Background: an optimization exercise with open tools, aiming at small area and a short achievable clock period. Do not read the settings as production practice.
RTL that was checked went through simulation tests only; none was proved equivalent to the original.
Function not checked in runs 3 to 6: the RTL went through the layout flow alone.
Power is estimated from default activity; no workload was simulated.

[flow/config.mk]
export PLATFORM = sky130hd
export DESIGN_NAME = sobel_mod
export DESIGN_NICKNAME = sobel_mod
export VERILOG_FILES = /design/flow/design.v
export SDC_FILE = /design/flow/constraint.sdc
export NUM_CORES = 4
export LEC_CHECK = 0
export CAP_MARGIN = 20
export CORE_MARGIN = 2
export CORE_UTILIZATION = 40
export SLEW_MARGIN = 20
[flow/constraint.sdc]
create_clock -name core_clock -period 5.0 [get_ports {clk}]
set_input_delay 1.0000 -clock core_clock [delete_from_list [all_inputs] [get_ports {clk}]]
set_output_delay 1.0000 -clock core_clock [all_outputs]
set_load 0.01 [all_outputs]
[flow/design.v]
`timescale 1ps/1ps
module fifo_single_line_buffer (
    input clk,
    input rst,
    input we_i,
    input [7:0] data_i,
    output [7:0] data_o,
    output done_o
);
    parameter DEPTH = 128;
    reg [7:0] mem [DEPTH - 1: 0];
    reg [9:0] wr_pointer;  
    reg [9:0] rd_pointer;
    reg [9:0] iCounter;
    assign done_o = (iCounter == DEPTH) ? 1'b1 : 1'b0;
    assign data_o = mem[rd_pointer];
    always @(posedge clk) begin
        if(rst) begin
            iCounter <= 10'b0;
        end else begin
            if(we_i == 1'b1) begin
                iCounter <= (iCounter == DEPTH ) ? iCounter : iCounter + 10'b1;
            end
        end
    end
    always @(posedge clk) begin
        if(rst) begin
            wr_pointer <= 10'b0;
        end else begin
            if(we_i == 1'b1) begin
                mem[wr_pointer] <= data_i;
                wr_pointer <= (wr_pointer == DEPTH - 1) ? 0 : wr_pointer + 10'b1;
            end
        end
    end
    always @(posedge clk) begin
        if(rst) begin
            rd_pointer <= 10'b0;
        end else begin
            if(iCounter == DEPTH) begin
                rd_pointer <= (rd_pointer == DEPTH - 1) ? 0 : rd_pointer + 10'b1;
            end
        end
    end
endmodule
`timescale 1ps/1ps
module fifo_double_line_buffer (
    input clk,
    input rst,
    input we_i,
    input [7:0] data_i,
    output [7:0] data0_o,
    output [7:0] data1_o,
    output [7:0] data2_o,
    output done_o
);
wire [7:0] fifo1_data, fifo2_data;
wire fifo1_done, fifo2_done;
assign data0_o = data_i;
assign data1_o = fifo1_data;
assign data2_o = fifo2_data;
assign done_o = fifo1_done;
fifo_single_line_buffer FIFO_SINGLE_LINE_BUFFER_01 (
    .clk(clk),
    .rst(rst),
    .we_i(we_i),
    .data_i(data_i),
    .data_o(fifo1_data),
    .done_o(fifo1_done)
);
fifo_single_line_buffer FIFO_SINGLE_LINE_BUFFER_02 (
    .clk(clk),
    .rst(rst),
    .we_i(fifo1_done),
    .data_i(fifo1_data),
    .data_o(fifo2_data),
    .done_o(fifo2_done)
);
endmodule
`timescale 1ps/1ps
module sobel_data_modulate (
    input clk,
    input rst,
    input [7:0] d0_i,  
    input [7:0] d1_i,  
    input [7:0] d2_i,  
    input done_i,
    output reg [7:0] d0_o,
    output reg [7:0] d1_o,
    output reg [7:0] d2_o,
    output reg [7:0] d3_o,
    output reg [7:0] d4_o,
    output reg [7:0] d5_o,
    output reg [7:0] d6_o,
    output reg [7:0] d7_o,
    output reg [7:0] d8_o,
    output done_o
);
localparam ROWS = 128;
localparam COLS = 128;
reg [9:0] iRows, iCols;
reg [7:0] data0, data1, data2, data3, data4, data5, data6, data7, data8;
reg [7:0] iCounter;
assign done_o = (iCounter == 2) ? 1'b1 : 1'b0;
always @(posedge clk) begin
    if(rst) begin
        iRows <= 10'b0;
        iCols <= 10'b0;
    end else begin
        if(done_o == 1'b1) begin
            iCols <= (iCols == COLS - 1) ? 0 : iCols + 1;
            if(iCols == COLS - 1) 
                iRows <= (iRows == ROWS - 1) ? 0 : iRows + 1;
        end
    end
end
always @(*) begin
    d0_o = 0; d1_o = 0; d2_o = 0;
    d3_o = 0; d4_o = 0; d5_o = 0;
    d6_o = 0; d7_o = 0; d8_o = 0;
    if(rst) begin
        d0_o = 0;
        d1_o = 0;
        d2_o = 0;
        d3_o = 0;
        d4_o = 0;
        d5_o = 0;
        d6_o = 0;
        d7_o = 0;
        d8_o = 0;
    end else begin
        if(done_o == 1'b1) begin
            if(iRows == 0 && iCols == 0) begin
                d0_o = 0;
                d1_o = 0;
                d2_o = 0;
                d3_o = 0;
                d4_o = data4;
                d5_o = data5;
                d6_o = 0;
                d7_o = data7;
                d8_o = data8;
            end else if(iRows == 0 && iCols > 0 && iCols < COLS - 1) begin
                d0_o = 0;
                d1_o = 0;
                d2_o = 0;
                d3_o = data3;
                d4_o = data4;
                d5_o = data5;
                d6_o = data6;
                d7_o = data7;
                d8_o = data8;
            end else if(iRows == 0 && iCols == COLS - 1) begin
                d0_o = 0;
                d1_o = 0;
                d2_o = 0;
                d3_o = data3;
                d4_o = data4;
                d5_o = 0;
                d6_o = data6;
                d7_o = data7;
                d8_o = 0;
            end else if(iRows > 0 && iRows < ROWS - 1 && iCols == 0) begin
                d0_o = 0;
                d1_o = data1;
                d2_o = data2;
                d3_o = 0;
                d4_o = data4;
                d5_o = data5;
                d6_o = 0;
                d7_o = data7;
                d8_o = data8;
            end else if(iRows > 0 && iRows < ROWS - 1 && iCols > 0 && iCols < COLS - 1) begin
                d0_o = data0;
                d1_o = data1;
                d2_o = data2;
                d3_o = data3;
                d4_o = data4;
                d5_o = data5;
                d6_o = data6;
                d7_o = data7;
                d8_o = data8;
            end else if(iRows > 0 && iRows < ROWS - 1 && iCols == COLS - 1) begin
                d0_o = data0;
                d1_o = data1;
                d2_o = 0;
                d3_o = data3;
                d4_o = data4;
                d5_o = 0;
                d6_o = data6;
                d7_o = data7;
                d8_o = 0;
            end else if(iRows == ROWS - 1 && iCols == 0) begin
                d0_o = 0;
                d1_o = data1;
                d2_o = data2;
                d3_o = 0;
                d4_o = data4;
                d5_o = data5;
                d6_o = 0;
                d7_o = 0;
                d8_o = 0;
            end else if(iRows == ROWS - 1 && iCols > 0 && iCols < COLS - 1) begin
                d0_o = data0;
                d1_o = data1;
                d2_o = data2;
                d3_o = data3;
                d4_o = data4;
                d5_o = data5;
                d6_o = 0;
                d7_o = 0;
                d8_o = 0;
            end else if(iRows == ROWS - 1 && iCols == COLS - 1) begin
                d0_o = data0;
                d1_o = data1;
                d2_o = 0;
                d3_o = data3;
                d4_o = data4;
                d5_o = 0;
                d6_o = 0;
                d7_o = 0;
                d8_o = 0;
            end
        end
    end
end
always @(posedge clk) begin
    if(rst) begin
        iCounter <= 8'b0;
    end else begin
        if(done_i == 1'b1) begin
            iCounter <= (iCounter == 2) ? iCounter : iCounter + 8'b1;
        end
    end
end
always @(posedge clk) begin
    if(rst) begin
        data0 <= 8'b0;
        data1 <= 8'b0;
        data2 <= 8'b0;
        data3 <= 8'b0;
        data4 <= 8'b0;
        data5 <= 8'b0;
        data6 <= 8'b0;
        data7 <= 8'b0;
        data8 <= 8'b0;
    end else begin
        if(done_i == 1'b1) begin
            data0 <= data1;
            data1 <= data2;
            data2 <= d2_i;
            data3 <= data4;
            data4 <= data5;
            data5 <= d1_i;
            data6 <= data7;
            data7 <= data8;
            data8 <= d0_i;
        end
    end
end
endmodule
`timescale 1ps/1ps
module sobel_data_buffer (
    input clk,
    input rst,
    input [7:0] grayscale_i,
    input done_i,
    output [7:0] d0_o,
    output [7:0] d1_o,
    output [7:0] d2_o,
    output [7:0] d3_o,
    output [7:0] d4_o,
    output [7:0] d5_o,
    output [7:0] d6_o,
    output [7:0] d7_o,
    output [7:0] d8_o,
    output done_o
);
wire [7:0] double_line_buffer_data0;
wire [7:0] double_line_buffer_data1;
wire [7:0] double_line_buffer_data2;
wire double_line_buffer_done;
fifo_double_line_buffer FIFO_DOUBLE_LINE_BUFFER (
    .clk(clk),
    .rst(rst),
    .we_i(done_i),
    .data_i(grayscale_i),
    .data0_o(double_line_buffer_data0),
    .data1_o(double_line_buffer_data1),
    .data2_o(double_line_buffer_data2),
    .done_o(double_line_buffer_done)
);
sobel_data_modulate SOBEL_DATA_MODULATE(
    .clk(clk),
    .rst(rst),
    .d0_i(double_line_buffer_data0), 
    .d1_i(double_line_buffer_data1),
    .d2_i(double_line_buffer_data2),
    .done_i(double_line_buffer_done),
    .d0_o(d0_o),
    .d1_o(d1_o),
    .d2_o(d2_o),
    .d3_o(d3_o),
    .d4_o(d4_o),
    .d5_o(d5_o),
    .d6_o(d6_o),
    .d7_o(d7_o),
    .d8_o(d8_o),
    .done_o(done_o)
);
endmodule
`timescale 1ps/1ps
module sobel_calc (
    input clk,
    input rst,
    input [7:0] d0_i,
    input [7:0] d1_i,
    input [7:0] d2_i,
    input [7:0] d3_i,
    input [7:0] d4_i,
    input [7:0] d5_i,
    input [7:0] d6_i,
    input [7:0] d7_i,
    input [7:0] d8_i,
    input done_i,
    output reg [7:0] grayscale_o,
    output done_o
);
reg [9:0] gx_p;  
reg [9:0] gx_n;  
reg [9:0] gx_d;  
reg [9:0] gy_p;  
reg [9:0] gy_n;  
reg [9:0] gy_d;  
reg [9:0] g_sum;  
reg [3:0] done_shift;
localparam THRESHOLD = 60;
always @(posedge clk) begin
    if(rst) begin
        gx_p <= 0;
        gx_n <= 0;
    end else begin
        gx_p <= d6_i + (d3_i << 1) + d0_i;
        gx_n <= d8_i + (d5_i << 1) + d2_i;
    end
end
always @(posedge clk) begin
    if(rst) begin
        gy_p <= 0;
        gy_n <= 0;
    end else begin
        gy_p <= d0_i + (d1_i << 1) + d2_i;
        gy_n <= d6_i + (d7_i << 1) + d8_i;
    end
end
always @(posedge clk) begin
    if(rst) begin
        gx_d <= 0;
        gy_d <= 0;
    end else begin
        gx_d <= (gx_p >= gx_n) ? (gx_p - gx_n) : (gx_n - gx_p);
        gy_d <= (gy_p >= gy_n) ? (gy_p - gy_n) : (gy_n - gy_p);
    end
end
always @(posedge clk) begin
    if(rst) begin
        g_sum <= 0;
    end else begin
        g_sum <= gx_d + gy_d;
    end
end
always @(posedge clk) begin
    if(rst) begin
        grayscale_o <= 0;
    end else begin
        grayscale_o <=(g_sum >= THRESHOLD) ? 8'd255 : g_sum[7:0];
    end
end
always @(posedge clk) begin
    if(rst) begin
        done_shift <= 0;
    end else begin
        done_shift <= {done_shift[2:0], done_i};
    end
end
assign done_o = done_shift[3];
endmodule
`timescale 1ps/1ps
module sobel_kernel(
    input clk,
    input rst,
    input [7:0] grayscale_i,
    input done_i,
    output [7:0] grayscale_o,
    output done_o
);
wire [7:0]  d0, d1, d2,
            d3, d4, d5,
            d6, d7, d8;
wire sobel_data_buffer_done;
sobel_data_buffer SOBEL_DATA_BUFFER(
    .clk(clk),
    .rst(rst),
    .grayscale_i(grayscale_i),
    .done_i(done_i),
    .d0_o(d0),
    .d1_o(d1),
    .d2_o(d2),
    .d3_o(d3),
    .d4_o(d4),
    .d5_o(d5),
    .d6_o(d6),
    .d7_o(d7),
    .d8_o(d8),
    .done_o(sobel_data_buffer_done)
);
sobel_calc SOBEL_CALC (
    .clk(clk),
    .rst(rst),
    .d0_i(d0),
    .d1_i(d1),
    .d2_i(d2),
    .d3_i(d3),
    .d4_i(d4),
    .d5_i(d5),
    .d6_i(d6),
    .d7_i(d7),
    .d8_i(d8),
    .done_i(sobel_data_buffer_done),
    .grayscale_o(grayscale_o),
    .done_o(done_o)
);
endmodule
`timescale 1ps/1ps
module rgb_to_grayscale(
    input clk,
    input rst,
    input [7:0] red_i,
    input [7:0] green_i,
    input [7:0] blue_i,
    input cam_done_i,
    output reg [7:0] grayscale_o,
    output reg done_o
);
reg [15:0] count;
    always @(posedge clk) begin
        if(rst) begin
            count <= 12'b0;
            done_o <= 1'b0;
            grayscale_o <= 7'b0;
        end else begin
            count <= count + 1;
            if(cam_done_i == 1'b1) begin
                grayscale_o <= (red_i >> 2) + (red_i >> 5) + 
                                (green_i >> 1) + (green_i >> 4) +
                                (blue_i >> 4) + (blue_i >> 5);
                done_o <= 1'b1;
            end else begin
                grayscale_o <= 8'b0;
                done_o <= 1'b0;
                count <= 12'b0;
            end
        end
    end
endmodule
`timescale 1ps/1ps
module grayscale_to_rgb (
    input clk,
    input rst,
    input [7:0] grayscale_i,
    input done_i,
    output reg [7:0] red_o,
    output reg [7:0] green_o,
    output reg [7:0] blue_o,
    output reg done_o
);
always @(posedge clk) begin
    if(rst) begin
        red_o <= 8'b0;
        green_o <= 8'b0;
        blue_o <= 8'b0;
        done_o <= 8'b0;
    end else begin
        if(done_i) begin
            red_o <= grayscale_i;
            green_o <= grayscale_i;
            blue_o <= grayscale_i;
        end
        done_o <= done_i;
    end
end
endmodule
`timescale 1ps/1ps
module sobel_mod (
    input clk,
    input rst,
    input [7:0] cam_red_i,
    input [7:0] cam_green_i,
    input [7:0] cam_blue_i,
    input cam_done_i,
    output reg [7:0] sobel_red_o,
    output reg [7:0] sobel_green_o,
    output reg [7:0] sobel_blue_o,
    output reg sobel_done_o
);
wire [7:0] sobel_grayscale_i;
wire sobel_grayscale_i_done;
wire [7:0] sobel_grayscale_o;
wire sobel_grayscale_o_done;
rgb_to_grayscale RGB_TO_GRAYSCALE(
    .clk(clk),
    .rst(rst),
    .red_i(cam_red_i),
    .green_i(cam_green_i),
    .blue_i(cam_blue_i),
    .cam_done_i(cam_done_i),
    .grayscale_o(sobel_grayscale_i),
    .done_o(sobel_grayscale_i_done)
);
sobel_kernel SOBEL_KERNEL(
    .clk(clk),
    .rst(rst),
    .grayscale_i(sobel_grayscale_i),
    .done_i(sobel_grayscale_i_done),
    .grayscale_o(sobel_grayscale_o),
    .done_o(sobel_grayscale_o_done)
);
grayscale_to_rgb GRAYSCALE_TO_RGB(
    .clk(clk),
    .rst(rst),
    .grayscale_i(sobel_grayscale_o),
    .done_i(sobel_grayscale_o_done),
    .red_o(sobel_red_o),
    .green_o(sobel_green_o),
    .blue_o(sobel_blue_o),
    .done_o(sobel_done_o)
);
endmodule
[flow/run.sh]
#!/bin/bash
# synth_recipe.tcl (not shown) runs the flow's synth.tcl, then flattens the netlist and writes it again
# the make line also repeats each setting of config.mk as NAME=value (left out here)
make -C /OpenROAD-flow-scripts/flow DESIGN_CONFIG=/design/flow/config.mk WORK_HOME=/design/flow/orfs CLKGATE_MAP_FILE= SYNTH_SCRIPT=/design/flow/synth_recipe.tcl finish
==> out/qor.yml, run 1 <==
status: "finished clean"
dp_hpwl_um: 141800
p_comb_share_pct: 2.6
synth_area_sq_um: 93670
areaGrowthSynthToFinish_pct: 13.41
crit_type: "register to register"
synth.area.top_cells: "edfxtp_1, mux4_2, dfxtp_1"
cp-end-kind: "register"
ys.flop_type: "edfxtp_1"
drtPass1Iterations: 6
ir_drop_uv: 331.3
htree_levels: 4
io_buffers: 44
fillers: 19980
yosysTopAreaCell: "edfxtp_1"
cts_tree: "built"
fmax_ghz: 0.2195
pwr-share-clk_pct: 43.0
die_w_um: 487.9
p_int_mw: 31.99
drive_above_1_share_pct: 15.31
viasPerCell: 5.522
critPathArrivalTime_ns: 5.27
routabilityCongestion: 0.8433
grt_usage_pct: 18.90
cts_setup_buffers: 0
fin_crit_ns: 4.556
cp.required_ns: 5.71
fin_area_sq_um: 106200
wire_per_inst_um: 24.84
first_global_vias: 50730
start_kind: "register"
nNetsFinal: 5985
maxCapViolations: 0
drt_iter0_drc: 4628
syn_nets: 5793
cts_max_path_buffers: 3
power.share.switching_pct: 21.40
p_leak_nw: 32.86
grt_max_degree: 130
synth.avg_cell_area_sq_um: 16.72
p_seq_share_pct: 54.4
cts_buffers: 232
initial_utilization_pct: 40.25
fin_skew_ns: 0.07528
p_per_area_nw_per_um2: 383.1
antenna_found_initial: 3
clock_latency_ns: 0.89
power.switching_mw: 8.711
timing.final.hold_violations: 0
die_area_sq_um: 238100
netlist_instances: 5601
clock-sinks: 2315
synth_top_area_share_pct: 65.65
totalWireLength_um: 226800
ys_types: 73
cts_root_buffer: "clkbuf_16"
die_h_um: 487.9
fin_util_pct: 45.64
seq_area_frac_synth_pct: 71.36
via_count: 50410
drc: 0
num_io_pins: 52
synth_edf_count: 2048
hold_class: "register to register"
dpl_cell_area_sq_um: 98530
ant_nets: 0
ys_warn_count: 5
globalRoute.totalOverflow: 0
min_period_over_period_pct: 91.11
finalSetupViolations: 0
num_rows: 177
clkSlewWorstSetupHoldPaths_ns: 0.06
slew-limit-headroom_pct: 24.26
grt_pass1_wl_um: 335900
synthArstFlopShare_pct: 0
slew_viol_final: 0
tightest_slew_ns: 1.132
cp_max_fo: 8
rsz0062_at_grt: "no"
core_sq_um: 232800
ys_seq_elements: 2315
## layout by cell type (no fill, tap or decap), drive strengths merged, types with 7 or more instances in the layout
cell           synthesis  final
bufinv                 0     27
o41ai                  7      7
ha                   116    116
inv                  128    134
nor2b                 58     58
xor2                  78     78
nand3                 70     70
o21ai                 55     55
a21o                  33     33
nor3                  42     42
and2                  53     53
a31oi                  8      8
or3                    7      7
clkdlybuf4s50          0     43
nor2                 492    492
dfxtp                267    267
mux4                 318    318
clkinv                 0    108
nand2                290    290
a41oi                 32     32
o22ai                 77     77
nand4                 40     40
nor4                  43     43
o221ai                17     17
a22oi                183    183
a221oi                 9      9
buf                  180    200
fa                    49     49
mux2i                430    430
nor3b                 10     10
nand2b                27     27
clkinvlp               0     11
xnor2                 45     45
a21oi                138    138
clkbuf               106    286
o21a                   8      8
a211oi                42     42
edfxtp              2048   2048
and3                  28     28
## final timing paths
kind	to	slack [ns]	cells after the start
max reg2reg	SOBEL_KERNEL.SOBEL_CALC.gx_n[9]	0.44	19
min reg2reg	register	0.44	2
max	SOBEL_KERNEL.SOBEL_CALC.gx_n[9]	0.44	19
min	register	0.44	2
## logic make-up (layout without fill, tap and decap cells)
group	Yosys count	count (layout)	synth area share, %
compound gates	649	649	4.736
xor+xnor	123	123	1.150
fa+ha+maj	165	165	2.597
buf+inv	414	809	2.050
flops	2315	2315	71.36
mux	750	750	12.26
other cells	0	1	0
simple gates	1185	1185	5.844
## per-stage QoR
step	hold WS, ns	instances	setup slack (ns)	power, mW	TNS (ns)
after detailed placement	0.4454	8691	-0.3483	23.66	-0.5184
final	0.4359	9129	0.4444	40.70	0
after CTS	0.4258	9128	0.2678	41.03	0
after global routing	0.4430	9129	0.02443	41.86	0
after floorplan	0.4138	5601	0.3806	22.93	0
after global placement	0.4375	8691	-0.4226	23.59	-0.6423
## Yosys cell counts (55+ instances only)
cell	count
ha_1	116
nand2_1	289
o22ai_1	77
dfxtp_1	267
xor2_1	78
edfxtp_1	2048
buf_2	119
a22oi_1	183
mux2i_1	430
nor2b_1	58
a21oi_1	138
inv_1	128
nand3_1	70
nor2_1	490
mux4_2	318
clkbuf_1	106
o21ai_0	55
## power groups by stage
stage | sequential [mW] | combinational (mW) | clock [mW]
3_3_place_gp | 22.6 | 1.03 | 0
3_5_place_dp | 22.6 | 1.07 | 0
4_1_cts | 22.2 | 1.07 | 17.8
5_1_grt | 22.2 | 1.15 | 18.5
6_report | 22.2 | 1.04 | 17.5
2_1_floorplan | 22.6 | 0.332 | 0
## final cells by class
cell class                 count  area, sq um  share of cell area (%)
antenna                        1        2.502                0.002355
clock buffer                 285         6045                   5.690
clock inverter               152         1652                   1.555
inverter                     128        480.5                  0.4523
multi-input combinational   2872        25020                   23.55
sequential                  2315        66890                   62.96
tap                         3132         3919                   3.689
timing repair buffer         244         2233                   2.102
## critical path: stages (launching register included)
cell      delay, ns
dfxtp_1        0.38
ha_1           0.15
or4b_1         0.45
nor4_2         0.21
and2b_1        0.21
nand2_2        0.09
a21o_1         0.22
nor4_4         0.13
buf_4          0.20
and2_1         0.16
fa_1           0.41
ha_1           0.24
fa_1           0.46
a21o_1         0.20
a21oi_1        0.20
nor2b_1        0.09
o21ai_0        0.16
nand2b_1       0.11
a211oi_1       0.25
nor3_1         0.07
## per-layer routing
| layer | routed length [um] | global-route usage (%) |
|---|---|---|
| met3 | 14040 | 3.067 |
| met2 | 109500 | 30.72 |
| met5 | 27 | 0 |
| met4 | 7477 | 6.405 |
| met1 | 95730 | 25.84 |
## what timing repair did
action / 4_1_cts / 5_1_grt
endpoints found under the setup margin: 0 / 2
hold buffers: 0 / 0
resized for setup: 0 / 1
==> run 2: changes to the inputs <==
==> flow/design.v (replaced) <==
`timescale 1ps/1ps
module sobel_mod (
    input clk,
    input rst,
    input [7:0] cam_red_i,
    input [7:0] cam_green_i,
    input [7:0] cam_blue_i,
    input cam_done_i,
    output [7:0] sobel_red_o,
    output [7:0] sobel_green_o,
    output [7:0] sobel_blue_o,
    output sobel_done_o
);
localparam THRESHOLD = 60;
reg  [7:0]  g0;       
reg         gv;       
reg  [13:0] cnt;      
reg         armed;    
always @(posedge clk) begin
    g0 <= (cam_red_i >> 2) + (cam_red_i >> 5) +
          (cam_green_i >> 1) + (cam_green_i >> 4) +
          (cam_blue_i >> 4) + (cam_blue_i >> 5);
    gv <= ~rst & cam_done_i;
    cnt <= gv ? cnt + 14'd1 : 14'd0;
    armed <= ~rst & (armed | (gv & (cnt == 14'd129)));
end
reg [2047:0] line;
always @(posedge clk)
    line <= {line[2039:0], g0};
wire [7:0] mid = line[127*8 +: 8];   
wire [7:0] top = line[255*8 +: 8];   
wire [6:0] row = cnt[13:7];
wire [6:0] col = cnt[6:0];
wire go0 = gv & (armed | (cnt == 14'd129));
wire [7:0] top_m = (row == 7'd1) ? 8'd0 : top;
wire [7:0] bot_m = (row == 7'd0) ? 8'd0 : g0;
reg  [9:0] vB;    
reg  [8:0] dyB;   
reg        c0B;   
reg        go1;
always @(posedge clk) begin
    vB  <= {2'b00, top_m} + {1'b0, mid, 1'b0} + {2'b00, bot_m};
    dyB <= {1'b0, top_m} - {1'b0, bot_m};
    c0B <= (col == 7'd0);
end
reg  [9:0]  vD;    
reg  [9:0]  vL;    
reg  [8:0]  dyD;   
reg  [10:0] P;     
reg  signed [10:0] gxr, gyr;
reg         go2;
wire [9:0] vR  = c0B ? 10'd0 : vB;
wire [8:0] dyR = c0B ? 9'd0  : dyB;
always @(posedge clk) begin
    vD  <= vB;
    vL  <= c0B ? 10'd0 : vD;
    dyD <= dyB;
    P   <= (c0B ? 11'd0 : {{2{dyD[8]}}, dyD}) + {dyB[8], dyB, 1'b0};
    gxr <= {1'b0, vL} - {1'b0, vR};
    gyr <= P + {{2{dyR[8]}}, dyR};
end
reg [9:0] s;
reg       go3;
wire [9:0] gxa = gxr[10] ? -gxr[9:0] : gxr[9:0];
wire [9:0] gya = gyr[10] ? -gyr[9:0] : gyr[9:0];
always @(posedge clk)
    s <= gxa + gya;
reg [7:0] outp;
reg       go4;
always @(posedge clk)
    outp <= (s >= THRESHOLD) ? 8'd255 : s[7:0];
always @(posedge clk) begin
    if (rst) begin
        go1 <= 1'b0;
        go2 <= 1'b0;
        go3 <= 1'b0;
        go4 <= 1'b0;
    end else begin
        go1 <= go0;
        go2 <= go1;
        go3 <= go2;
        go4 <= go3;
    end
end
assign sobel_red_o   = outp;
assign sobel_green_o = outp;
assign sobel_blue_o  = outp;
assign sobel_done_o  = go4;
endmodule
==> run 2 against run 1 <==
Compared with the run above: synthesized cell count fell by 51%; via count is 65% lower; critical path depth fell by 5; wire length is 77% lower; worst setup slack better by 0.28 ns; non-clock buffer count is 198 lower; cell area fell by 47%; clock power is 15% lower; combinational power fell by 56%.
==> out/qor.yml, run 2 <==
cts_setup_buffers: 0  # unchanged
num_rows: 126  # -29%
drt_iter0_drc: 716  # -85%
cp_max_fo: 2  # -6
crit_slowest_cell: "clkdlybuf4s50_1"
die_w_um: 349.6  # -28%
slew-limit-headroom_pct: 46.30  # +22 points
cts_hold_buf: 0  # unchanged
ys_warn_count: 1  # -4
hold_start: "line[426]"
totalWireLength_um: 51770  # -77%
min_period_over_period_pct: 85.50  # -5.6 points
drtPass1Iterations: 4  # -2
netlist_instances: 2746  # -51%
yosys-top-cells-count: "dfxtp_1, inv_1, ha_1"
num_io_pins: 52  # unchanged
seq_area_frac_synth_pct: 90.97  # +20 points
yosysTopAreaCell: "dfxtp_1"
crit_chain: "clkdlybuf4s50_1 > inv_1 > fa_1 > inv_1 > fa_1 > inv_1 > fa_1 > inv_1 > ha_1 > a21o_1 > a21oi_1 > o21bai_1 > a21oi_1 > xnor2_1"
cts_root_buffer: "clkbuf_16"
via_count: 17510  # -65%
fmax_ghz: 0.2339  # +6.6%
ys_types: 54  # -26%
htree_levels: 4  # unchanged
die_h_um: 349.6  # -28%
synthSimpleGateAreaFrac_pct: 2.247  # -3.6 points
synth.area.top_cells: "dfxtp_1, ha_1, fa_1"
crit_buf_inv: 5  # +4
status: "finished clean"
synthAdderAreaFrac_pct: 3.033  # +0.44 points
p_per_area_nw_per_um2: 613.4  # +60%
slew_viol_final: 0  # unchanged
dp_hpwl_um: 26450  # -81%
cp_common_cell: "inv_1"
reg2reg_depth: 10  # -9
timing.final.hold_violations: 0  # unchanged
tightest_slew_ns: 0.8044  # -0.3275 ns
top_usage_layer: "met1"
viasPerCell: 3.761  # -32%
nNetsFinal: 3087  # -48%
dpl_worst_slack_ns: -0.1300  # +0.2183 ns
synthXorXnorAreaFrac_pct: 1.302  # +0.15 points
ys.flop_type: "dfxtp_1"
cts_buffers: 190  # -18%
synth_compound_area_share_pct: 1.420  # -3.3 points
synth_mux_area_share_pct: 0.04190  # -12 points
post_cts_resized: 0  # unchanged
drive_above_1_share_pct: 10.68  # -4.6 points
cts_tree: "built"
globalRoute.totalOverflow: 0  # unchanged
die_area_sq_um: 122200  # -49%
grt.met2_usage_pct: 11.29  # -19 points
grt_pass1_wl_um: 87330  # -74%
worst_r2r_endpoint: "vB[8]"
final_common_cell: "dfxtp_1"
wire_per_inst_um: 11.12  # -55%
grt.met3_usage_pct: 2.945  # -0.12 points
regMostFlops: "line"
fin_crit_ns: 4.275  # -0.2808 ns
ant_nets: 0  # unchanged
core_sq_um: 118200  # -49%
areaGrowthSynthToFinish_pct: 18.54
synthArstFlopShare_pct: 0  # unchanged
synth_area_sq_um: 47770  # -49%
r2r_start: "cnt[8]"
power_mw: 34.74  # -15%
cp.required_ns: 5.67  # -0.04 ns
fin_skew_ns: 0.04293  # -0.03235 ns
p_leak_nw: 23.30  # -29%
rsz0062_at_grt: "no"
setup-tns-final_ns: 0  # unchanged
fin_util_pct: 47.89  # +2.3 points
final_cell_mix: "dfxtp_1, clkbuf_16, inv_1"
synth_top_family_by_area: "adder cells"
synth_edf_count: 0  # -100%
clkSlewWorstSetupHoldPaths_ns: 0.06  # about the same
holdPathEnd: "line[434]"
maxCapViolations: 0  # unchanged
antenna_found_initial: 1  # -2
yosys.cell_count.top_type: "dfxtp_1"
finalSetupViolations: 0  # unchanged
crit_type: "input pin to register"
initial_utilization_pct: 40.40  # +0.16 points
gr-usage-met1_pct: 13.12  # -13 points
diodes: 0  # -1
grt_max_degree: 24  # -82%
start_kind: "input pin"
rrSetupSlack_ns: 1.73  # +1.29 ns
reg_top3: "line: 2048 flops, cnt: 14 flops, gyr: 11 flops"
critPathMaxStageDelay_ns: 0.77  # +0.31 ns
largest_reg_flops: 2048
ys_seq_elements: 2171  # -6.2%
routabilityCongestion: 0.7406  # -12%
cts_max_path_buffers: 3  # unchanged
grt_usage_pct: 8.845  # -10 points
hold_class: "register to register"
first_global_vias: 17530  # -65%
critPathArrivalTime_ns: 4.94  # -0.33 ns
synth.avg_cell_area_sq_um: 17.40  # +4.0%
hold_ws_ns: 0.2846  # -0.1513 ns
io_buffers: 44  # unchanged
holdPathStages: 0  # -2
path_delay_family: "adder cells"
clock_latency_ns: 0.75  # -0.14 ns
drc: 0  # unchanged
cp-end-kind: "register"
clock-sinks: 2171  # -6.2%
setup_ws_ns: 0.7252  # +0.2808 ns
synth_top_area_share_pct: 90.97  # +25 points
ir_drop_uv: 392.7  # +19%
syn_nets: 2872  # -50%
==> run 2: layout make-up <==
| class | instances | area, sq um |
|---|---|---|
| multi-input cells | 468 | 3842 |
| repair buffers | 46 | 452.9 |
| flip-flops and latches | 2171 | 43460 |
| well taps | 1536 | 1922 |
| clock buffers | 265 | 5456 |
| inverters | 84 | 315.3 |
| clock inverters | 85 | 1179 |
| fillers | 9871 | 61610 |
==> run 2: logic make-up (layout without fill, tap and decap cells) <==
group                      Yosys count  count (layout)
AOI/OAI and AO/OA                   98              98
adders and majority gates           99              99
muxes                                2               2
DFF                               2171            2171
and+or+nand+nor                    198             198
buffers and inverters              107             480
xor gates and xnor gates            71              71
==> run 2: how the worst max path moves through the flow <==
stage	slack, ns	startpoint	end	cells after the start
floorplan	1.17	cam_red_i[5]	g0[7]	13
global placement	-0.10	cam_red_i[7]	g0[6]	15
detailed placement	-0.13	cam_red_i[7]	g0[6]	15
CTS	0.70	cam_red_i[7]	g0[6]	15
global route	0.51	cam_red_i[7]	g0[7]	14
finish	0.73	cam_red_i[7]	g0[7]	14
==> run 2: through the flow <==
stage | cells | instance area [sq um]
floorplan | 2746 | 47770
global placement | 4304 | 49990
detailed placement | 4304 | 49990
CTS | 4654 | 56620
global route | 4655 | 56630
finish | 4655 | 56630
==> run 2: metal layers <==
| layer | share of wire, % | up-vias | wire (um) |
|---|---|---|---|
| met4 | 3.0 | 0 | 1528 |
| met3 | 5.5 | 126 | 2854 |
| met1 | 55 | 8072 | 28540 |
| met5 | 0 | - | 0 |
| li1 | - | 9040 | - |
| met2 | 36 | 270 | 18840 |
==> run 2: report_power, final <==
| part | switching, mW | internal [mW] | leakage [nW] | total (mW) |
|---|---|---|---|---|
| combinational | 0.216 | 0.243 | 2.41 | 0.458 |
| clock | 6.15 | 8.65 | 3.25 | 14.8 |
| sequential | 0.513 | 19.0 | 17.6 | 19.5 |
==> run 3: changes to the inputs <==
--- a/flow/design.v
+++ b/flow/design.v
@@ -14,4 +14,6 @@
 localparam THRESHOLD = 60;
-reg  [7:0]  g0;       
-reg         gv;       
+reg  [6:0]  ga;       
+reg  [7:0]  gb;       
+reg  [4:0]  gc;       
+reg         iv;       
 reg  [13:0] cnt;      
@@ -19,8 +21,23 @@
 always @(posedge clk) begin
-    g0 <= (cam_red_i >> 2) + (cam_red_i >> 5) +
-          (cam_green_i >> 1) + (cam_green_i >> 4) +
-          (cam_blue_i >> 4) + (cam_blue_i >> 5);
-    gv <= ~rst & cam_done_i;
-    cnt <= gv ? cnt + 14'd1 : 14'd0;
-    armed <= ~rst & (armed | (gv & (cnt == 14'd129)));
+    ga <= {2'b00, cam_red_i[7:2]} + {4'b0000, cam_red_i[7:5]};
+    gb <= {1'b0, cam_green_i[7:1]} + {4'b0000, cam_green_i[7:4]};
+    gc <= {1'b0, cam_blue_i[7:4]} + {2'b00, cam_blue_i[7:5]};
+    iv <= ~rst & cam_done_i;
+    cnt <= iv ? cnt + 14'd1 : 14'd0;
+    armed <= ~rst & (armed | (iv & (cnt == 14'd129)));
+end
+reg  [7:0]  g0;       
+reg         r0G;      
+reg         r1G;      
+reg         c0G;      
+reg         goG;      
+always @(posedge clk) begin
+    g0  <= {1'b0, ga} + gb + {3'b000, gc};
+    r0G <= (cnt[13:7] == 7'd0);
+    r1G <= (cnt[13:7] == 7'd1);
+    c0G <= (cnt[6:0] == 7'd0);
+end
+always @(posedge clk) begin
+    if (rst) goG <= 1'b0;
+    else     goG <= iv & (armed | (cnt == 14'd129));
 end
@@ -31,7 +48,4 @@
 wire [7:0] top = line[255*8 +: 8];   
-wire [6:0] row = cnt[13:7];
-wire [6:0] col = cnt[6:0];
-wire go0 = gv & (armed | (cnt == 14'd129));
-wire [7:0] top_m = (row == 7'd1) ? 8'd0 : top;
-wire [7:0] bot_m = (row == 7'd0) ? 8'd0 : g0;
+wire [7:0] top_m = r1G ? 8'd0 : top;
+wire [7:0] bot_m = r0G ? 8'd0 : g0;
 reg  [9:0] vB;    
@@ -43,3 +57,3 @@
     dyB <= {1'b0, top_m} - {1'b0, bot_m};
-    c0B <= (col == 7'd0);
+    c0B <= c0G;
 end
@@ -63,6 +77,8 @@
 reg       go3;
-wire [9:0] gxa = gxr[10] ? -gxr[9:0] : gxr[9:0];
-wire [9:0] gya = gyr[10] ? -gyr[9:0] : gyr[9:0];
+wire       sx = gxr[10];
+wire       sy = gyr[10];
+wire [9:0] gxi = gxr[9:0] ^ {10{sx}};
+wire [9:0] gyi = gyr[9:0] ^ {10{sy}};
 always @(posedge clk)
-    s <= gxa + gya;
+    s <= gxi + gyi + {9'd0, sx} + {9'd0, sy};
 reg [7:0] outp;
@@ -78,3 +94,3 @@
     end else begin
-        go1 <= go0;
+        go1 <= goG;
         go2 <= go1;
--- a/flow/config.mk
+++ b/flow/config.mk
@@ -9,3 +9,4 @@
 export CORE_MARGIN = 2
-export CORE_UTILIZATION = 40
+export CORE_UTILIZATION = 60
+export SETUP_SLACK_MARGIN = 2.7
 export SLEW_MARGIN = 20
==> run 3 against run 2 <==
Compared with the run above: sequential share of layout area up 0.82 points; flip-flop and latch count is 25 higher; cell area is 0.15% higher; cell count shrank 9.2%; critical path type is now register to register; largest cell class unchanged; largest power group unchanged; highest routed layer unchanged.
==> out/qor.yml, run 3 <==
status: "finished clean"
die_h_um: 288.3  # -18%
clock-sinks: 2196  # +1.2%
first_global_vias: 18660  # +6.4%
core_sq_um: 80290  # -32%
dp_cells: 3874  # -10%
syn_nets: 2925  # +1.8%
ys_warn_count: 1  # unchanged
fin_crit_ns: 2.381  # -1.894 ns
totalWireLength_um: 53530  # +3.4%
globalRoute.totalOverflow: 0  # unchanged
netlist_instances: 2794  # +1.7%
synth.avg_cell_area_sq_um: 17.35  # -0.25%
maxCapViolations: 0  # unchanged
initial_utilization_pct: 60.39  # +20 points
finalSetupViolations: 0  # unchanged
start_kind: "register"
synth_mux_area_share_pct: 0.02322  # -0.019 points
nNetsFinal: 3150  # +2.0%
io_buffers: 44  # unchanged
routabilityCongestion: 0.7977  # +7.7%
clock_latency_ns: 0.74  # about the same
die_w_um: 288.3  # -18%
synth.area.top_cells: "dfxtp_1, ha_1, xnor2_1"
p_per_area_nw_per_um2: 605.9  # -1.2%
p_leak_nw: 23.62  # +1.4%
ant_nets: 0  # unchanged
ys_seq_elements: 2196  # +1.2%
grt_pass1_wl_um: 90440  # +3.6%
areaGrowthSynthToFinish_pct: 16.97
drtPass1Iterations: 4  # unchanged
synthXorXnorAreaFrac_pct: 1.786  # +0.48 points
synth_top_family_by_area: "adder cells"
slew-limit-headroom_pct: 39.27  # -7.0 points
timing.final.hold_violations: 0  # unchanged
grt_usage_pct: 13.35  # +4.5 points
synth_compound_area_share_pct: 1.597  # +0.18 points
hold_class: "register to register"
htree_levels: 4  # unchanged
final_cells: 4229  # -9.2%
dp_hpwl_um: 27220  # +2.9%
synthSimpleGateAreaFrac_pct: 2.132  # -0.12 points
die_area_sq_um: 83100  # -32%
cp.required_ns: 5.58  # -0.09 ns
synth_edf_count: 0  # unchanged
final_cell_mix: "dfxtp_1, clkbuf_16, ha_1"
synthAdderAreaFrac_pct: 2.947  # -0.086 points
clkSlewWorstSetupHoldPaths_ns: 0.06  # about the same
seq_area_frac_synth_pct: 90.67  # -0.31 points
min_period_over_period_pct: 47.62  # -38 points
dpl_cell_area_sq_um: 50110  # +0.24%
yosys-top-cells-count: "dfxtp_1, ha_1, inv_1"
critPathArrivalTime_ns: 2.96  # -1.98 ns
num_io_pins: 52  # unchanged
rsz0062_at_grt: "yes"
ys_types: 61  # +13%
drc: 0  # unchanged
cts_buffers: 185  # -2.6%
regMostFlops: "line"
cts_max_path_buffers: 3  # unchanged
setup-tns-final_ns: 0  # unchanged
cts_root_buffer: "clkbuf_16"
fin_skew_ns: 0.04867  # +0.005738 ns
tightest_slew_ns: 0.9026  # +0.09815 ns
wire_per_inst_um: 12.66  # +14%
fmax_ghz: 0.4200  # +80%
synth_top_area_share_pct: 90.67  # -0.31 points
yosys.cell_count.top_type: "dfxtp_1"
drt_iter0_drc: 488  # -32%
via_count: 17930  # +2.4%
synth_area_sq_um: 48490  # +1.5%
largest_reg_flops: 2048  # unchanged
reg_top3: "line: 2048 flops, cnt: 14 flops, gyr: 11 flops"
synthArstFlopShare_pct: 0  # unchanged
cp_max_fo: 3  # +1
drive_above_1_share_pct: 12.79  # +2.1 points
fin_area_sq_um: 56720  # +0.15%
num_rows: 104  # -17%
yosysTopAreaCell: "dfxtp_1"
cts_tree: "built"
final_common_cell: "dfxtp_1"
crit_type: "register to register"
ir_drop_uv: 437.6  # +11%
cp-end-kind: "register"
viasPerCell: 4.240  # +13%
ys.flop_type: "dfxtp_1"
antenna_found_initial: 1  # unchanged
slew_viol_final: 0  # unchanged
grt_max_degree: 19  # -21%
[run 3: cell count changes in the layout (fill, tap and decap cells not counted), moves of 9 or more]
cell	previous run	this run
buf_2	0	25
buf_4	1	16
xor2_1	18	42
fa_1	28	12
inv_1	84	67
and2_1	23	12
dfxtp_1	2171	2183
clkdlybuf4s50_1	44	19
nand2_1	39	25
a21oi_2	0	9
ha_1	71	82
[run 3: kinds of logic after synthesis]
group / Yosys count
AO/OA/AOI/OAI: 116
AND/OR/NAND/NOR: 187
adder cells (fa/ha/maj): 104
multiplexers: 1
XOR/XNOR: 98
buffers and inverters: 92
flip-flops: 2196
[run 3: timing repair]
action	CTS	global route
gates resized for setup	140	27
hold buffers	0	0
pin swaps	10	10
setup buffers	13	4
endpoints found under the setup margin	50	22
cloned	1	0
[run 3: path summary, 6_finish.rpt]
check        slack [ns]  depth (start not counted)  startpoint          to
max                2.62                          9         r1G       vB[8]
max reg2reg        2.62                          9         r1G       vB[8]
min                0.29                          0  line[1044]  line[1052]
min reg2reg        0.29                          0  line[1044]  line[1052]
[run 3: where the power goes]
group          internal (mW)  leakage [nW]  total [mW]  switching, mW
Clock                   8.20          3.11        14.2           5.98
Sequential              19.2          17.8        19.6          0.478
Combinational          0.271          2.66       0.536          0.265
[run 3: critical path, stage by stage (launching register included)]
cell	delay [ns]
dfxtp_4	0.36
and2b_2	0.22
xor2_1	0.14
ha_1	0.36
ha_1	0.32
a21o_1	0.17
a21oi_2	0.18
o21ai_2	0.10
o41ai_2	0.25
xnor2_1	0.12
[run 3: stage by stage]
| stage | total power, mW | worst slack, ns | hold WS [ns] | utilization [%] |
|---|---|---|---|---|
| detailed placement | 20.54 | 2.089 | 0.3121 | 62.41 |
| global placement | 20.54 | 2.155 | 0.3108 | 62.41 |
| global route | 35.74 | 2.502 | 0.2955 | 70.63 |
| finish | 34.36 | 2.619 | 0.2863 | 70.64 |
| floorplan | 20.19 | 2.695 | 0.3096 | - |
| CTS | 34.83 | 2.592 | 0.2876 | 70.44 |
[run 3: final cells by class]
class | instances | area (sq um)
diodes | 2 | 5.005
clock buffers | 271 | 5454
well taps | 1060 | 1326
multi-input cells | 506 | 4312
clock inverters | 64 | 877.1
fillers | 5120 | 23570
repair buffers | 63 | 499.2
inverters | 67 | 251.5
flip-flops and latches | 2196 | 43990
[run 3: layer usage]
metal | routed length (um) | track usage, %
met4 | 1587 | 6.153
met2 | 22200 | 19.29
met5 | 0 | 0
met3 | 2269 | 3.823
met1 | 27480 | 18.73
==> run 4: changes to the inputs <==
--- a/flow/config.mk
+++ b/flow/config.mk
@@ -10,2 +10,3 @@
 export CORE_UTILIZATION = 60
+export CTS_BUF_LIST = sky130_fd_sc_hd__clkbuf_8 sky130_fd_sc_hd__clkbuf_4
 export SETUP_SLACK_MARGIN = 2.7
==> run 4 against run 3 <==
Compared with the run above: worst hold slack worse by 0.020 ns; still clean on timing, DRC and antenna; sequential power about the same; clock skew up 0.054 ns; global-route usage up 0.21 points; critical path depth unchanged; highest routed layer unchanged; total power down 0.74%; largest cell class unchanged; cell count up 4.7%; critical endpoint unchanged.
==> out/qor.yml, run 4 <==
fillers: 5176  # +1.1%
crit_buf_inv: 0  # unchanged
yosys.cell_count.top_type: "dfxtp_1"
cts_max_path_buffers: 4  # +1
cts_hold_buf: 0  # unchanged
final_cells: 4429  # +4.7%
ir_drop_uv: 424.5  # -3.0%
dpl_cell_area_sq_um: 50110  # unchanged
globalRoute.totalOverflow: 0  # unchanged
synthArstFlopShare_pct: 0  # unchanged
dp_hpwl_um: 27220  # unchanged
fin_area_sq_um: 57040  # +0.57%
final-seq-area_sq_um: 44010  # about the same
finalSetupViolations: 0  # unchanged
ant_nets: 0  # unchanged
min_period_over_period_pct: 48.47  # +0.85 points
tightest_slew_ns: 0.9171  # +0.01457 ns
p_leak_nw: 24.07  # +1.9%
synth_mux_area_share_pct: 0.02322  # unchanged
clock-sinks: 2196  # unchanged
fmax_ghz: 0.4126  # -1.8%
cts_tree: "built"
yosys-top-cells-count: "dfxtp_1, ha_1, inv_1"
cp_common_cell: "ha_1"
fin_skew_ns: 0.1032  # +0.05449 ns
totalWireLength_um: 54220  # +1.3%
netlist_instances: 2794  # unchanged
syn_nets: 2925  # unchanged
grt_max_degree: 19  # unchanged
drive_above_1_share_pct: 19.10  # +6.3 points
setup-tns-final_ns: 0  # unchanged
synth_top_family_by_area: "adder cells"
wire_per_inst_um: 12.24  # -3.3%
critPathArrivalTime_ns: 3.15  # +0.19 ns
first_global_vias: 19910  # +6.7%
dp_cells: 3874  # unchanged
regMostFlops: "line"
ys_types: 61  # unchanged
seq_area_frac_synth_pct: 90.67  # unchanged
die_h_um: 288.3  # unchanged
largest_reg_flops: 2048  # unchanged
synth.area.top_cells: "dfxtp_1, ha_1, xnor2_1"
p_per_area_nw_per_um2: 598.0  # -1.3%
hold_ws_ns: 0.2659  # -0.02042 ns
core_sq_um: 80290  # unchanged
power_mw: 34.11  # -0.74%
fin_crit_ns: 2.424  # +0.04267 ns
rsz0062_at_grt: "yes"
ys.flop_type: "dfxtp_1"
start_kind: "register"
critPathMaxStageDelay_ns: 0.35  # about the same
crit_chain: "and2b_2 > xor2_1 > ha_1 > ha_1 > a21o_1 > a21oi_2 > o21ai_1 > o41ai_2 > xnor2_1"
drc: 0  # unchanged
synthXorXnorAreaFrac_pct: 1.786  # unchanged
grt_pass1_wl_um: 92730  # +2.5%
cp_max_fo: 3  # unchanged
htree_levels: 5  # +1
cp.required_ns: 5.72  # +0.14 ns
synthAdderAreaFrac_pct: 2.947  # unchanged
num_rows: 104  # unchanged
crit_type: "register to register"
io_buffers: 44  # unchanged
antenna_found_initial: 2  # +1
multi_input_comb_area_sq_um: 4307  # -0.12%
die_w_um: 288.3  # unchanged
cts_root_buffer: "clkbuf_8"
status: "finished clean"
num_io_pins: 52  # unchanged
yosysTopAreaCell: "dfxtp_1"
timing.final.hold_violations: 0  # unchanged
cts_buffers: 320  # +73%
ys_seq_elements: 2196  # unchanged
hold_class: "register to register"
routabilityCongestion: 0.7977  # unchanged
areaGrowthSynthToFinish_pct: 17.64
synth_edf_count: 0  # unchanged
final_common_cell: "dfxtp_1"
die_area_sq_um: 83100  # unchanged
synth_area_sq_um: 48490  # unchanged
initial_utilization_pct: 60.39  # unchanged
synth_compound_area_share_pct: 1.597  # unchanged
crit_slowest_cell: "dfxtp_4"
grt_usage_pct: 13.56  # +0.21 points
path_delay_family: "compound AO/OA/AOI/OAI gates"
clkSlewWorstSetupHoldPaths_ns: 0.06  # about the same
cp-end-kind: "register"
reg_top3: "line: 2048 flops, cnt: 14 flops, gyr: 11 flops"
drt_iter0_drc: 470  # -3.7%
maxCapViolations: 0  # unchanged
final_cell_mix: "dfxtp_1, clkbuf_8, clkbuf_4"
synthSimpleGateAreaFrac_pct: 2.132  # unchanged
ys_warn_count: 1  # unchanged
slew_viol_final: 0  # unchanged
clock_latency_ns: 0.87  # +0.13 ns
synth_top_area_share_pct: 90.67  # unchanged
nNetsFinal: 3284  # +4.3%
drtPass1Iterations: 4  # unchanged
viasPerCell: 4.233  # -0.16%
slew-limit-headroom_pct: 38.29  # -0.98 points
synth.avg_cell_area_sq_um: 17.35  # unchanged
via_count: 18750  # +4.6%
==> run 4: cell counts after synthesis <==
Identical to the previous run, type by type.
==> run 4: what timing repair did <==
action	4_1_cts	5_1_grt
cloned	1	0
setup buffers	6	10
pin swaps	8	14
gates resized for setup	145	55
setup endpoints to repair	50	46
==> run 4: power by group <==
group / leakage, nW / switching (mW) / internal [mW]
registers: 17.8 / 0.481 / 19.2
clock network: 3.48 / 5.93 / 7.94
logic: 2.74 / 0.271 / 0.319
==> run 4: metrics by stage <==
step,util (%),worst slack (ns)
after floorplan,-,2.695
after global placement,62.41,2.155
after detailed placement,62.41,2.089
after CTS,70.61,2.550
after global routing,71.04,2.456
final,71.04,2.576
==> run 4: worst reg2reg max path: stages (launching register included) <==
cell and delay [ns]:
dfxtp_4 0.35, and2b_2 0.25, xor2_1 0.15, ha_1 0.34
ha_1 0.33, a21o_1 0.17, a21oi_2 0.17, o21ai_1 0.12
o41ai_2 0.25, xnor2_1 0.16
==> run 4: kinds of logic (layout without fill, tap and decap cells) <==
| family | Yosys count | in the layout |
|---|---|---|
| mux | 1 | 1 |
| xor+xnor | 98 | 98 |
| compound gates | 116 | 116 |
| fa+ha+maj | 104 | 104 |
| simple gates | 187 | 187 |
| flops | 2196 | 2196 |
| buf+inv | 92 | 664 |
| other cells | 0 | 3 |
==> run 4: path summary, 6_finish.rpt <==
path | cells past startpoint | endpoint | slack (ns) | startpoint
setup / recovery | 9 | vB[8] | 2.58 | r1G
hold / removal | 0 | line[1999] | 0.27 | line[1991]
setup reg to reg | 9 | vB[8] | 2.58 | r1G
hold reg to reg | 0 | line[1999] | 0.27 | line[1991]
==> run 4: layout make-up <==
class	instances	share of cell area, %
multi-input combinational	506	7.551
clock buffer	479	10.56
timing repair buffer	62	1.132
clock inverter	56	0.8138
sequential	2196	77.16
tap	1060	2.325
antenna	3	0.01316
inverter	67	0.4409
==> run 4: per-layer routing <==
metal  vias up  global-route usage [%]  share of wire, %
met4         0                   8.394               3.6
li1       9539                       -                 -
met1      8704                   18.62                51
met3       178                   3.831               4.0
met5         -                       0                 0
met2       329                   19.10                42
==> run 5: changes to the inputs <==
--- a/flow/config.mk
+++ b/flow/config.mk
@@ -10,3 +10,5 @@
 export CORE_UTILIZATION = 60
-export CTS_BUF_LIST = sky130_fd_sc_hd__clkbuf_8 sky130_fd_sc_hd__clkbuf_4
+export CTS_BUF_LIST = sky130_fd_sc_hd__clkbuf_8
+export CTS_CLUSTER_DIAMETER = 50
+export CTS_CLUSTER_SIZE = 24
 export SETUP_SLACK_MARGIN = 2.7
==> run 5 against run 4 <==
Compared with the run above: die area unchanged; critical path depth is the same; still clean on timing, DRC and antenna; wire length is 6.5% lower; sequential power hardly changed; synthesized area unchanged; critical endpoint unchanged; synthesized cell count unchanged; cell area decreased by 5.9%.
==> out/qor.yml, run 5 <==
status: "finished clean"
seq_area_frac_synth_pct: 90.67  # unchanged
io_buffers: 44  # unchanged
via_count: 17490  # -6.7%
power_mw: 28.86  # -15%
rsz0062_at_grt: "yes"
fillers: 5478  # +5.8%
tightest_slew_ns: 0.9051  # -0.01201 ns
synth.area.top_cells: "dfxtp_1, ha_1, xnor2_1"
drive_above_1_share_pct: 11.57  # -7.5 points
drc: 0  # unchanged
netlist_instances: 2794  # unchanged
slew_viol_final: 0  # unchanged
syn_nets: 2925  # unchanged
routabilityCongestion: 0.7977  # unchanged
finalSetupViolations: 0  # unchanged
initial_utilization_pct: 60.39  # unchanged
wire_per_inst_um: 12.25  # about the same
hold_class: "register to register"
ys_types: 61  # unchanged
die_area_sq_um: 83100  # unchanged
regMostFlops: "line"
p_int_mw: 22.84  # -17%
clkSlewWorstSetupHoldPaths_ns: 0.12  # +0.06 ns
synth.avg_cell_area_sq_um: 17.35  # unchanged
top_usage_layer: "met1"
antenna_found_initial: 3  # +1
timing.final.hold_violations: 0  # unchanged
cp.required_ns: 5.68  # -0.04 ns
cp_max_fo: 3  # unchanged
largest_reg_flops: 2048  # unchanged
ys.flop_type: "dfxtp_1"
synth_edf_count: 0  # unchanged
min_period_over_period_pct: 48.39  # -0.086 points
viasPerCell: 4.226  # -0.19%
die_h_um: 288.3  # unchanged
maxCapViolations: 0  # unchanged
fmax_ghz: 0.4133  # +0.18%
p_per_area_nw_per_um2: 537.5  # -10%
drt_iter0_drc: 539  # +15%
cts_buffers: 136  # -57%
critPathMaxStageDelay_ns: 0.37  # +0.02 ns
cts_tree: "built"
num_io_pins: 52  # unchanged
clock_latency_ns: 0.80  # -0.07 ns
synth_top_area_share_pct: 90.67  # unchanged
gr-usage-met1_pct: 18.27  # -0.35 points
dp_hpwl_um: 27220  # unchanged
grt.met3_usage_pct: 3.357  # -0.47 points
crit_type: "register to register"
globalRoute.totalOverflow: 0  # unchanged
start_kind: "register"
grt.met2_usage_pct: 17.85  # -1.2 points
clock-sinks: 2196  # unchanged
yosys-top-cells-count: "dfxtp_1, ha_1, inv_1"
grt_usage_pct: 12.58  # -0.98 points
cts_hold_buf: 0  # unchanged
final_cell_mix: "dfxtp_1, clkbuf_8, inv_1"
final_common_cell: "dfxtp_1"
setup_ws_ns: 2.581  # +0.004300 ns
multi_input_comb_area_sq_um: 4417  # +2.6%
core_sq_um: 80290  # unchanged
yosys.cell_count.top_type: "dfxtp_1"
fin_crit_ns: 2.419  # -0.004300 ns
grt_max_degree: 25  # +6
cp-end-kind: "register"
cts_max_path_buffers: 3  # -1
crit_buf_inv: 0  # unchanged
cp_common_cell: "ha_1"
synth_area_sq_um: 48490  # unchanged
htree_levels: 4  # -1
slew-limit-headroom_pct: 39.10  # +0.81 points
ir_drop_uv: 438.5  # +3.3%
ant_nets: 0  # unchanged
num_rows: 104  # unchanged
p_seq_share_pct: 68.0  # +10 points
nNetsFinal: 3103  # -5.5%
reg_top3: "line: 2048 flops, cnt: 14 flops, gyr: 11 flops"
dpl_worst_slack_ns: 2.089  # unchanged
critPathArrivalTime_ns: 3.10  # -0.05 ns
power.switching_mw: 6.018  # -9.9%
power.share.switching_pct: 20.85  # +1.3 points
yosysTopAreaCell: "dfxtp_1"
drtPass1Iterations: 4  # unchanged
areaGrowthSynthToFinish_pct: 10.74
first_global_vias: 17740  # -11%
die_w_um: 288.3  # unchanged
p_leak_nw: 22.16  # -8.0%
hold_ws_ns: 0.2807  # +0.01483 ns
ys_warn_count: 1  # unchanged
fin_util_pct: 66.88  # -4.2 points
setup-tns-final_ns: 0  # unchanged
totalWireLength_um: 50720  # -6.5%
grt_pass1_wl_um: 85530  # -7.8%
path_delay_family: "compound AO/OA/AOI/OAI gates"
cts_root_buffer: "clkbuf_8"
fin_skew_ns: 0.06481  # -0.03835 ns
synthArstFlopShare_pct: 0  # unchanged
pwr-share-clk_pct: 29.9  # -11 points
crit_chain: "and2b_2 > xor2_1 > ha_1 > ha_1 > a21o_1 > a21oi_2 > o21ai_2 > o41ai_2 > xnor2_1"
final-seq-area_sq_um: 44010  # unchanged
p_comb_share_pct: 2.1  # +0.4 points
crit_slowest_cell: "dfxtp_4"
ys_seq_elements: 2196  # unchanged
-- run 5: cell counts after synthesis --
No cell type changed its count.
-- run 5: per-layer routing --
layer	share of wire, %	wire length [um]
met3	4.3	2193
met1	53	26890
met2	40	20390
met5	0	0
met4	2.5	1256
-- run 5: final timing paths --
path	cells past startpoint	slack (ns)	endpoint	start
worst max-delay path	9	2.58	vB[8]	r1G
worst min register to register	0	0.28	line[1095]	line[1087]
worst max register to register	9	2.58	vB[8]	r1G
worst min-delay path	0	0.28	line[1095]	line[1087]
-- run 5: logic make-up (layout without fill, tap and decap cells) --
logic type,Yosys count,count (layout),share of synthesized area (%)
muxes,1,1,0.02322
adders and majority gates,104,104,2.947
and+or+nand+nor,187,187,2.131
other,0,2,0
xor gates and xnor gates,98,98,1.786
buffers and inverters,92,376,0.8464
AOI/OAI and AO/OA,116,116,1.597
DFF,2196,2196,90.67
-- run 5: cell type report --
| cell class | instances | share of cell area (%) |
|---|---|---|
| Antenna cell | 2 | 0.009321 |
| Clock buffer | 150 | 3.845 |
| Clock inverter | 94 | 1.755 |
| Inverter | 67 | 0.4684 |
| Multi-Input combinational cell | 506 | 8.226 |
| Sequential cell | 2196 | 81.97 |
| Tap cell | 1060 | 2.470 |
| Timing Repair Buffer | 65 | 1.256 |
-- run 5: power by group through the flow --
stage / Combinational [mW] / Clock (mW) / Sequential [mW]
2_1_floorplan: 0.408 / 0 / 19.8
3_3_place_gp: 0.534 / 0 / 20.0
3_5_place_dp: 0.544 / 0 / 20.0
4_1_cts: 0.573 / 8.99 / 19.7
5_1_grt: 0.684 / 9.64 / 19.8
6_report: 0.605 / 8.64 / 19.6
-- run 5: stage by stage --
stage | cells | area (sq um)
6_report | 4140 | 53690
5_1_grt | 4139 | 53690
4_1_cts | 4131 | 53380
3_5_place_dp | 3874 | 50110
3_3_place_gp | 3874 | 50110
2_1_floorplan | 2794 | 48500
-- run 5: what timing repair did --
item	CTS	global route
setup buffers	12	7
pin swaps	6	21
resized for setup	167	49
gates cloned	1	0
hold endpoints to repair	0	0
endpoints found under the setup margin	50	47
-- run 5: worst register-to-register path, stage by stage (launching register included) --
cell,delay [ns]
dfxtp_4,0.37
and2b_2,0.25
xor2_1,0.15
ha_1,0.35
ha_1,0.33
a21o_1,0.17
a21oi_2,0.19
o21ai_2,0.10
o41ai_2,0.25
xnor2_1,0.16
==> run 6: changes to the inputs <==
--- a/flow/config.mk
+++ b/flow/config.mk
@@ -10,5 +10,4 @@
 export CORE_UTILIZATION = 60
-export CTS_BUF_LIST = sky130_fd_sc_hd__clkbuf_8
-export CTS_CLUSTER_DIAMETER = 50
-export CTS_CLUSTER_SIZE = 24
+export CTS_CLUSTER_DIAMETER = 60
+export CTS_CLUSTER_SIZE = 30
 export SETUP_SLACK_MARGIN = 2.7
==> run 6 against run 5 <==
Compared with the run above: synthesized area unchanged; sequential share of layout area decreased by 0.47 points; non-clock buffer count decreased by 1; critical path type unchanged; largest cell class unchanged; synthesized cell count unchanged; critical endpoint unchanged; still clean on timing, DRC and antenna.
==> out/qor.yml, run 6 <==
status: "finished clean"
ant_nets: 0  # unchanged
power.switching_mw: 6.091  # +1.2%
maxCapViolations: 0  # unchanged
timing.final.hold_violations: 0  # unchanged
critPathMaxStageDelay_ns: 0.37  # about the same
clock_latency_ns: 0.67  # -0.13 ns
synthAdderAreaFrac_pct: 2.947  # unchanged
crit_cells: 9  # unchanged
syn_nets: 2925  # unchanged
cts_buffers: 99  # -27%
nNetsFinal: 3065  # -1.2%
regMostFlops: "line"
p_per_area_nw_per_um2: 552.3  # +2.8%
setup-tns-final_ns: 0  # unchanged
cp.required_ns: 5.54  # -0.14 ns
synth_area_sq_um: 48490  # unchanged
yosys.cell_count.top_type: "dfxtp_1"
grt_max_degree: 31  # +24%
p_leak_nw: 22.21  # +0.26%
largest_reg_flops: 2048  # unchanged
initial_utilization_pct: 60.39  # unchanged
critPathArrivalTime_ns: 2.97  # -0.13 ns
fin_skew_ns: 0.02742  # -0.03740 ns
synth.area.top_cells: "dfxtp_1, ha_1, xnor2_1"
reg2reg_depth: 9  # unchanged
drt_iter0_drc: 562  # +4.3%
ys.flop_type: "dfxtp_1"
synthArstFlopShare_pct: 0  # unchanged
pwr-share-clk_pct: 32.3  # +2.4 points
ir_drop_uv: 430.0  # -1.9%
path_delay_family: "compound AO/OA/AOI/OAI gates"
antenna_found_initial: 1  # -2
num_rows: 104  # unchanged
routabilityCongestion: 0.7977  # unchanged
drc: 0  # unchanged
io_buffers: 44  # unchanged
die_area_sq_um: 83100  # unchanged
die_w_um: 288.3  # unchanged
grt_usage_pct: 12.36  # -0.22 points
crit_type: "register to register"
cp_common_cell: "ha_1"
die_h_um: 288.3  # unchanged
fin_crit_ns: 2.432  # +0.01270 ns
grt_pass1_wl_um: 84670  # -1.0%
yosys-top-cells-count: "dfxtp_1, ha_1, inv_1"
synth_top_family_by_area: "adder cells"
fillers: 5408  # -1.3%
tightest_slew_ns: 0.9234  # +0.01829 ns
final_cell_mix: "dfxtp_1, clkbuf_16, ha_1"
drive_above_1_share_pct: 9.349  # -2.2 points
clock-sinks: 2196  # unchanged
viasPerCell: 4.251  # +0.60%
ys_seq_elements: 2196  # unchanged
cp_max_fo: 3  # unchanged
slew-limit-headroom_pct: 37.87  # -1.2 points
drtPass1Iterations: 4  # unchanged
holdPathStages: 0  # unchanged
cts_max_path_buffers: 3  # unchanged
rsz0062_at_grt: "yes"
power.share.switching_pct: 20.43  # -0.42 points
power_mw: 29.81  # +3.3%
fmax_ghz: 0.4112  # -0.52%
cts_root_buffer: "clkbuf_16"
synth_compound_area_share_pct: 1.597  # unchanged
synth_mux_area_share_pct: 0.02322  # unchanged
dp_cells: 3874  # unchanged
yosysTopAreaCell: "dfxtp_1"
min_period_over_period_pct: 48.64  # +0.25 points
p_seq_share_pct: 65.8  # -2.2 points
hold_ws_ns: 0.3125  # +0.03176 ns
ys_types: 61  # unchanged
p_int_mw: 23.72  # +3.8%
final_cells: 4056  # -2.0%
cp-end-kind: "register"
cts_hold_buf: 0  # unchanged
seq_area_frac_synth_pct: 90.67  # unchanged
first_global_vias: 17310  # -2.4%
synth_top_area_share_pct: 90.67  # unchanged
netlist_instances: 2794  # unchanged
dpl_cell_area_sq_um: 50110  # unchanged
fin_area_sq_um: 53970  # +0.52%
via_count: 17240  # -1.4%
synth.avg_cell_area_sq_um: 17.35  # unchanged
p_comb_share_pct: 1.9  # -0.2 points
dp_hpwl_um: 27220  # unchanged
crit_buf_inv: 0  # unchanged
num_io_pins: 52  # unchanged
totalWireLength_um: 50430  # -0.57%
start_kind: "register"
globalRoute.totalOverflow: 0  # unchanged
crit_chain: "and2b_2 > xor2_1 > ha_1 > ha_1 > a21o_1 > a21oi_2 > o21ai_2 > o41ai_2 > xnor2_1"
areaGrowthSynthToFinish_pct: 11.32
synthSimpleGateAreaFrac_pct: 2.132  # unchanged
wire_per_inst_um: 12.43  # +1.5%
hold_class: "register to register"
ys_warn_count: 1  # unchanged
synth_edf_count: 0  # unchanged
clkSlewWorstSetupHoldPaths_ns: 0.10  # -0.02 ns
crit_slowest_cell: "dfxtp_4"
finalSetupViolations: 0  # unchanged
reg_top3: "line: 2048 flops, cnt: 14 flops, gyr: 11 flops"
slew_viol_final: 0  # unchanged
final_common_cell: "dfxtp_1"
synthXorXnorAreaFrac_pct: 1.786  # unchanged
htree_levels: 3  # -1
core_sq_um: 80290  # unchanged
cts_tree: "built"
## run 6: final timing paths
kind / from / to / slack (ns)
max reg2reg: r1G / vB[8] / 2.57
max: r1G / vB[8] / 2.57
min reg2reg: line[402] / line[410] / 0.31
min: line[402] / line[410] / 0.31
## run 6: routing by layer
metal  up-vias  part of all wire (%)  track usage, %
met4         0                   2.8           4.974
met3       101                   3.5           2.449
met2       178                    40           17.81
met1      7989                    54           18.42
met5         -                     0               0
li1       8974                     -               -
## run 6: cells by family (layout without fill, tap and decap cells)
group,count (synthesis),in the layout
buffers and inverters,92,293
adder cells (fa/ha/maj),104,104
AND/OR/NAND/NOR,187,187
multiplexers,1,1
XOR/XNOR,98,98
AO/OA/AOI/OAI,116,116
flip-flops,2196,2196
other,0,1
## run 6: worst reg2reg max path: cells and delay by family (launching register included)
kind / cells / cell delay [ns]
AOI/OAI and AO/OA: 4 / 0.77
adders and majority gates: 2 / 0.67
DFF: 1 / 0.37
xor gates and xnor gates: 2 / 0.27
and+or+nand+nor: 1 / 0.25
## run 6: power by group through the flow
| stage | clock network (mW) | registers (mW) | logic (mW) |
|---|---|---|---|
| finish | 9.63 | 19.6 | 0.580 |
| global route | 10.6 | 19.8 | 0.660 |
| CTS | 9.95 | 19.7 | 0.556 |
| detailed placement | 0 | 20.0 | 0.544 |
| global placement | 0 | 20.0 | 0.534 |
| floorplan | 0 | 19.8 | 0.408 |
## run 6: timing repair
| action | in CTS | in global routing |
|---|---|---|
| buffers inserted | 11 | 7 |
| gates resized for setup | 103 | 58 |
| cloned | 1 | 0 |
| setup endpoints to repair | 49 | 42 |
| pin swaps | 7 | 27 |
## run 6: final cells by class
| type | count | area, sq um | share of cell area, % |
|---|---|---|---|
| sequential | 2196 | 43990 | 81.50 |
| antenna | 1 | 2.502 | 0.004636 |
| inverter | 67 | 251.5 | 0.4659 |
| clock inverter | 58 | 859.6 | 1.593 |
| clock buffer | 104 | 2559 | 4.741 |
| multi-input combinational | 506 | 4385 | 8.125 |
| tap | 1060 | 1326 | 2.457 |
| timing repair buffer | 64 | 599.3 | 1.110 |
## run 6: through the flow
step,utilization (%),setup WS [ns]
after floorplan,-,2.695
after CTS,66.94,2.531
after detailed placement,62.41,2.089
final,67.23,2.568
after global placement,62.41,2.155
after global routing,67.22,2.460

==> port drivers added, routing unchanged <==
Ports are ideal in the flow. The routed layouts listed here were re-timed in OpenROAD. Step 1 (the two cells are an assumption about what drives the block):
set clk [get_ports {clk}]
set_driving_cell -lib_cell sky130_fd_sc_hd__clkbuf_16 $clk
set_driving_cell -lib_cell sky130_fd_sc_hd__buf_2 [delete_from_list [all_inputs] $clk]
Step 2 adds t to the input delays and takes it off the output delays; t is the mean of the earliest and latest rising clock arrival at the registers after step 1. Input paths then give back, and output paths get back, about the clock's delay inside the block. Slacks: ideal / step 1 / step 2; pairs: ideal / step 1.
run	t, ns	slack for setup (ns)	latest minus earliest clock arrival (ns)	worst register clock-pin slew, ns	cell pins on the clock port's net
run 1	0.947	0.444 / 0.444 / -0.280	0.076 / 0.076	0.07 / 0.07	1
run 2	0.793	0.725 / 0.764 / -0.029	0.064 / 0.063	0.07 / 0.07	1
run 3	0.792	2.619 / 2.619 / 2.100	0.063 / 0.062	0.07 / 0.07	1
run 4	0.891	2.576 / 2.576 / 2.104	0.124 / 0.124	0.07 / 0.07	1
run 5	0.832	2.581 / 2.581 / 2.105	0.068 / 0.067	0.13 / 0.13	1
run 6	0.712	2.568 / 2.568 / 2.114	0.031 / 0.031	0.10 / 0.10	1
With both steps, setup timing fails in run 1 and run 2, where it was met with ideal ports. For run 2, which loses most, drivers alone change the setup slack by +0.039 ns; drivers and shift together by -0.754 ns.
